This is an optimization exercise on Yosys and OpenROAD, whose aim is small area, not a production implementation. At most, simulation tests tie the RTL to the original design; equivalence was not proved. No driver is modelled on the clock port, so clock power and skew are understated where the tree is cut down; a real chip needs a root buffer or a tree. Power figures rest on the tool's default switching activity, not on a simulated workload.

==> module uart_vector_processor, before the edit <==
module uart_vector_processor #(
    parameter int BIT_RATE = 115200,
    parameter int CLK_FREQ = 1_843_200,
    parameter int MAX_VECT_SIZE = 8,
    parameter int MAX_MAT_ROWS = 4,
    parameter int MAX_MAT_COLS = 4
)(
    input wire clk,
    input wire resetn,
    input wire uart_rx,
    output wire uart_tx,
    output wire led_busy,
    output wire led_rx_active,
    output wire led_tx_active,
    output wire led_error
);
    localparam [2:0] S_IDLE = 3'b000,    
                     S_SZ   = 3'b001,    
                     S_OP1  = 3'b010,    
                     S_OP2  = 3'b011,    
                     S_TX   = 3'b100,    
                     S_ERR  = 3'b101;    
    reg [2:0] st;
    reg       frm;           
    reg [7:0] fc;            
    reg [3:0] ph;            
    reg [3:0] w;             
    reg [1:0] bi;            
    reg [3:0] L;             
    reg [1:0] op;            
    reg       c;             
    reg       dA;            
    reg       bcur;          
    reg       act;           
    reg       txo;           
    wire [3:0] m = fc[7:4];
    wire s_idle = (st == S_IDLE);
    wire s_sz   = (st == S_SZ);
    wire s_op1  = (st == S_OP1);
    wire s_op2  = (st == S_OP2);
    wire is_tx  = (st == S_TX);
    wire is_err = (st == S_ERR);
    wire is_mat = ~op[1] & ~op[0];
    wire is_dot = op[1] & op[0];
    wire muldot = op[1];
    reg [15:0] rE [0:15];
    reg [15:0] rO [0:15];
    wire [2:0] yidx = w[2:0] & {3{~is_dot}};
    wire XE_lo = rE[{1'b0, w[2:0]}][0];
    wire XO_lo = rO[{1'b0, w[2:0]}][0];
    wire YE = rE[{1'b1, yidx}][0];
    wire YO = rO[{1'b1, yidx}][0];
    wire XE = w[3] ? YE : XE_lo;
    wire XO = w[3] ? YO : XO_lo;
    wire [2:0] bb = {1'b0, bi} + {1'b0, is_tx & is_dot, is_tx & op[1] & ~op[0]};
    wire bitwin = frm & ~m[3];                           
    wire hit    = bitwin & (ph == {bb[1:0], m[2:1]});    
    wire s15    = &ph;
    wire fend   = frm & s15 & m[3] & (m[0] == is_tx);
    wire rxstart = ~frm & ~uart_rx & ~is_err & ~is_tx;
    wire txstart = ~frm & is_tx & s15;
    wire rx   = uart_rx;
    wire rxop = frm & ~is_tx;
    wire rhit = hit & rxop;
    wire [2:0] k = m[2:0];
    wire XR   = m[0] ? XO : XE;                          
    wire cin_add = c & ~((bi == 2'd0) & (k == 3'd0));
    wire nb   = s_op1 ? rx : (XR ^ rx ^ cin_add);
    wire cadd = (XR & rx) | (cin_add & (XR ^ rx));
    wire pass   = act;
    wire pfirst = (ph == 4'd0);
    wire cin_m  = c & ~pfirst;
    wire t0 = bcur & XE;
    wire s0 = YE ^ t0 ^ cin_m;
    wire c1 = (YE & t0) | (cin_m & (YE ^ t0));
    wire t1 = bcur & XO;
    wire s1 = YO ^ t1 ^ c1;
    wire c2 = (YO & t1) | (c1 & (YO ^ t1));
    wire capv = ~bb[2] & (muldot ? (m[0] ? YO : YE) : XR);
    wire wrX  = pass | (rhit & (s_op1 | (s_op2 & ~muldot)));
    wire wrY  = pass | (s_op1 & muldot);
    wire XdE = pass ? (dA & ~pfirst) : (m[0] ? XE : nb);
    wire XdO = pass ? XE : (m[0] ? nb : XO);
    wire YdE = pass & s0;
    wire YdO = pass & s1;
    wire UdE = is_mat ? XdE : YdE;
    wire UdO = is_mat ? XdO : YdO;
    genvar gi;
    generate
        for (gi = 0; gi < 16; gi = gi + 1) begin : g_slot
            wire we;
            wire dE, dO;
            if (gi < 8) begin : g_lo
                assign we = wrX & (w == gi);
                assign dE = XdE;
                assign dO = XdO;
            end else begin : g_hi
                assign we = (wrX & (w == gi)) | (wrY & (yidx == gi - 8));
                assign dE = UdE;
                assign dO = UdO;
            end
            always @(posedge clk) begin
                rE[gi] <= {we ? dE : rE[gi][0], rE[gi][15:1]};
                rO[gi] <= {we ? dO : rO[gi][0], rO[gi][15:1]};
            end
        end
    endgenerate
    wire skip = is_mat & (w[1:0] == L[1:0]);
    wire [3:0] wnx = (w | {2'b00, skip, skip}) + 4'd1;
    wire last = (w == L);
    wire brin = (k == 3'd0) | c;
    wire dbit = rx ^ brin;
    always @(posedge clk) begin
        ph <= ph + 4'd1;
        fc <= rxstart ? 8'hF1 : txstart ? 8'h00 : fc + 8'd1;
        dA <= XO;
        if (pass) begin
            c  <= c2;
        end else if (rhit) begin
            c <= s_sz ? (brin & ~rx) : cadd;
        end
        if (rhit & s_idle) begin
            if (k == 3'd0) op[0] <= rx;
            if (k == 3'd1) op[1] <= rx;
        end
        if (rhit & s_sz & (bi == 2'd0) & ~k[2] & (~k[1] | ~is_mat)) begin
            if (is_mat & w[0]) L <= {L[3:2], dbit, L[1]};
            else               L <= {dbit, L[3:1]};
        end
        if (is_tx) begin
            if (hit) bcur <= capv;
        end else if (s15)
            bcur <= rx;
        if (s15)
            act <= bitwin & rxop & s_op2 & muldot;
        if (fend) begin
            if (s_idle) begin
                bi <= 2'd0;
                w  <= 4'd0;
            end else begin
                bi <= bi + 2'd1;
                if (bi == 2'd3)
                    w <= s_sz ? {3'b000, is_mat & ~w[0]} : (last ? 4'd0 : wnx);
            end
        end
    end
    always @(posedge clk or negedge resetn) begin
        if (!resetn) begin
            st  <= S_IDLE;
            frm <= 1'b0;
            txo <= 1'b1;
        end else begin
            if (rxstart | txstart) frm <= 1'b1;
            else if (fend)         frm <= 1'b0;
            if (s15)
                txo <= ~txstart & ~(is_tx & bitwin & ~(hit ? capv : bcur));
            if (rhit & s_idle & (k[2] | k[1]) & (rx ^ (~k[2] & ~k[0] & is_mat)))
                st <= S_ERR;
            else if (fend & (bi == 2'd3 | s_idle)) begin
                case (st)
                    S_IDLE: st <= S_SZ;
                    S_SZ:   if (~(is_mat & ~w[0])) st <= S_OP1;
                    S_OP1:  if (last) st <= S_OP2;
                    S_OP2:  if (last) st <= S_TX;
                    S_TX:   if (last | is_dot) st <= S_IDLE;
                    default: ;
                endcase
            end
        end
    end
    assign uart_tx       = txo;
    assign led_tx_active = is_tx;
    assign led_rx_active = ~st[2] & (st[1] | st[0]);
    assign led_busy      = led_rx_active | is_tx;
    assign led_error     = is_err;
endmodule
clock: 100.0 ns
lec_check: 0
cap_margin: 20
core_margin: 2
core_utilization: 40
cts_cluster_diameter: 100
cts_cluster_size: 35
slew_margin: 20
standard.sh (not shown) runs the stock make flow with config.mk's settings and CLKGATE_MAP_FILE= SYNTH_SCRIPT=/design/flow/synth_recipe.tcl, a recipe that flattens the netlist after the stock synthesis.
==> flow/flow/run.sh <==
#!/bin/bash
# Own layout flow: the standard ORFS flow (standard.sh), with
#  - synthesis unchanged except that ABC maps the logic with an area-oriented
#    script (flow/abc_area.script) instead of ORFS's speed script; registers
#    are mapped before ABC runs, so they are the standard synthesis's;
#  - smaller port buffers, no CTS dummy loads, buf_12 clock buffers, and the
#    clock tree's intermediate level removed (root buffer drives the leaf
#    buffers directly).
# Each tool's output goes to a log file in the work folder (and ORFS's own
# logs under orfs/logs).
set -euo pipefail
W=$(pwd)

# ORFS scripts, with ABC's script replaced
rm -rf "$W/scripts_area"
cp -r "$FLOW_HOME/scripts" "$W/scripts_area"
cp "$W/flow/abc_area.script" "$W/scripts_area/abc_speed.script"

bash standard.sh SCRIPTS_DIR="$W/scripts_area" synth > "$W/synth.log" 2>&1

export BUFFER_PORTS_ARGS="-buffer_cell sky130_fd_sc_hd__buf_1"
export CTS_ARGS="-sink_clustering_enable -repair_clock_nets -sink_clustering_size 33 -sink_clustering_max_diameter 100 -dont_use_dummy_load -buf_list sky130_fd_sc_hd__buf_12"
bash standard.sh cts > "$W/place_cts.log" 2>&1

CTS_ODB=$(ls -d "$W"/orfs/results/*/uart_vector_processor/base)/4_cts.odb
CTS_ODB="$CTS_ODB" openroad -no_init -exit "$W/flow/flatten_ctree.tcl" > "$W/flatten_ctree.log" 2>&1

bash standard.sh > "$W/layout.log" 2>&1
Other scripts of this flow, unchanged in this note and not shown: flow/flow/abc_area.script, flow/flow/flatten_ctree.tcl
==> next run, changes <==
--- a/flow/design.v
+++ b/flow/design.v
@@ -53,14 +53,14 @@
     wire XE = w[3] ? YE : XE_lo;
     wire XO = w[3] ? YO : XO_lo;
     wire [2:0] bb = {1'b0, bi} + {1'b0, is_tx & is_dot, is_tx & op[1] & ~op[0]};
     wire bitwin = frm & ~m[3];                           
     wire hit    = bitwin & (ph == {bb[1:0], m[2:1]});    
     wire s15    = &ph;
-    wire fend   = frm & s15 & m[3] & (m[0] == is_tx);
-    wire rxstart = ~frm & ~uart_rx & ~is_err & ~is_tx;
+    wire fend   = frm & s15 & m[3] & ~m[1] & m[0];
+    wire rxstart = ~frm & ~uart_rx & ~is_tx;
     wire txstart = ~frm & is_tx & s15;
     wire rx   = uart_rx;
     wire rxop = frm & ~is_tx;
     wire rhit = hit & rxop;
     wire [2:0] k = m[2:0];
     wire XR   = m[0] ? XO : XE;                          
After rerunning:
- The changed run finished with timing, DRC and antenna clean
- cell area is about the same
- count of clock-buffer cells in the layout stays the same
- clock power is lower slightly
- routed wire length is higher slightly
- die area barely changes
The RTL of the second run of this note was laid out without a check of its function.

port drivers added, routing unchanged:
In the flow no input, the clock included, has a driving cell. The finished layouts below were timed again as built, in two steps.
Step 1 assumes that a clkbuf_16 drives the clock port and a buf_2 every other input.
Step 2 adds t to the input delays and takes it off the output delays; t is the mean of the earliest and latest rising clock arrival at the registers after step 1. Input paths then give back, and output paths get back, about the clock's delay inside the block.
Three values: ideal ports, drivers, drivers and shift; two values: the first two.
run | t (ns) | setup slack, ns | worst setup path at the end | worst data-port slew with drivers (ns)
the first run | 0.510 | 77.411 / 77.429 / 76.918 | input to register | 0.03
the second run | 0.510 | 77.473 / 77.498 / 76.988 | input to register | 0.03
After both steps setup and hold are still met in every run listed. For the first run, which loses most, drivers alone change the setup slack by +0.018 ns; drivers and shift together by -0.493 ns.
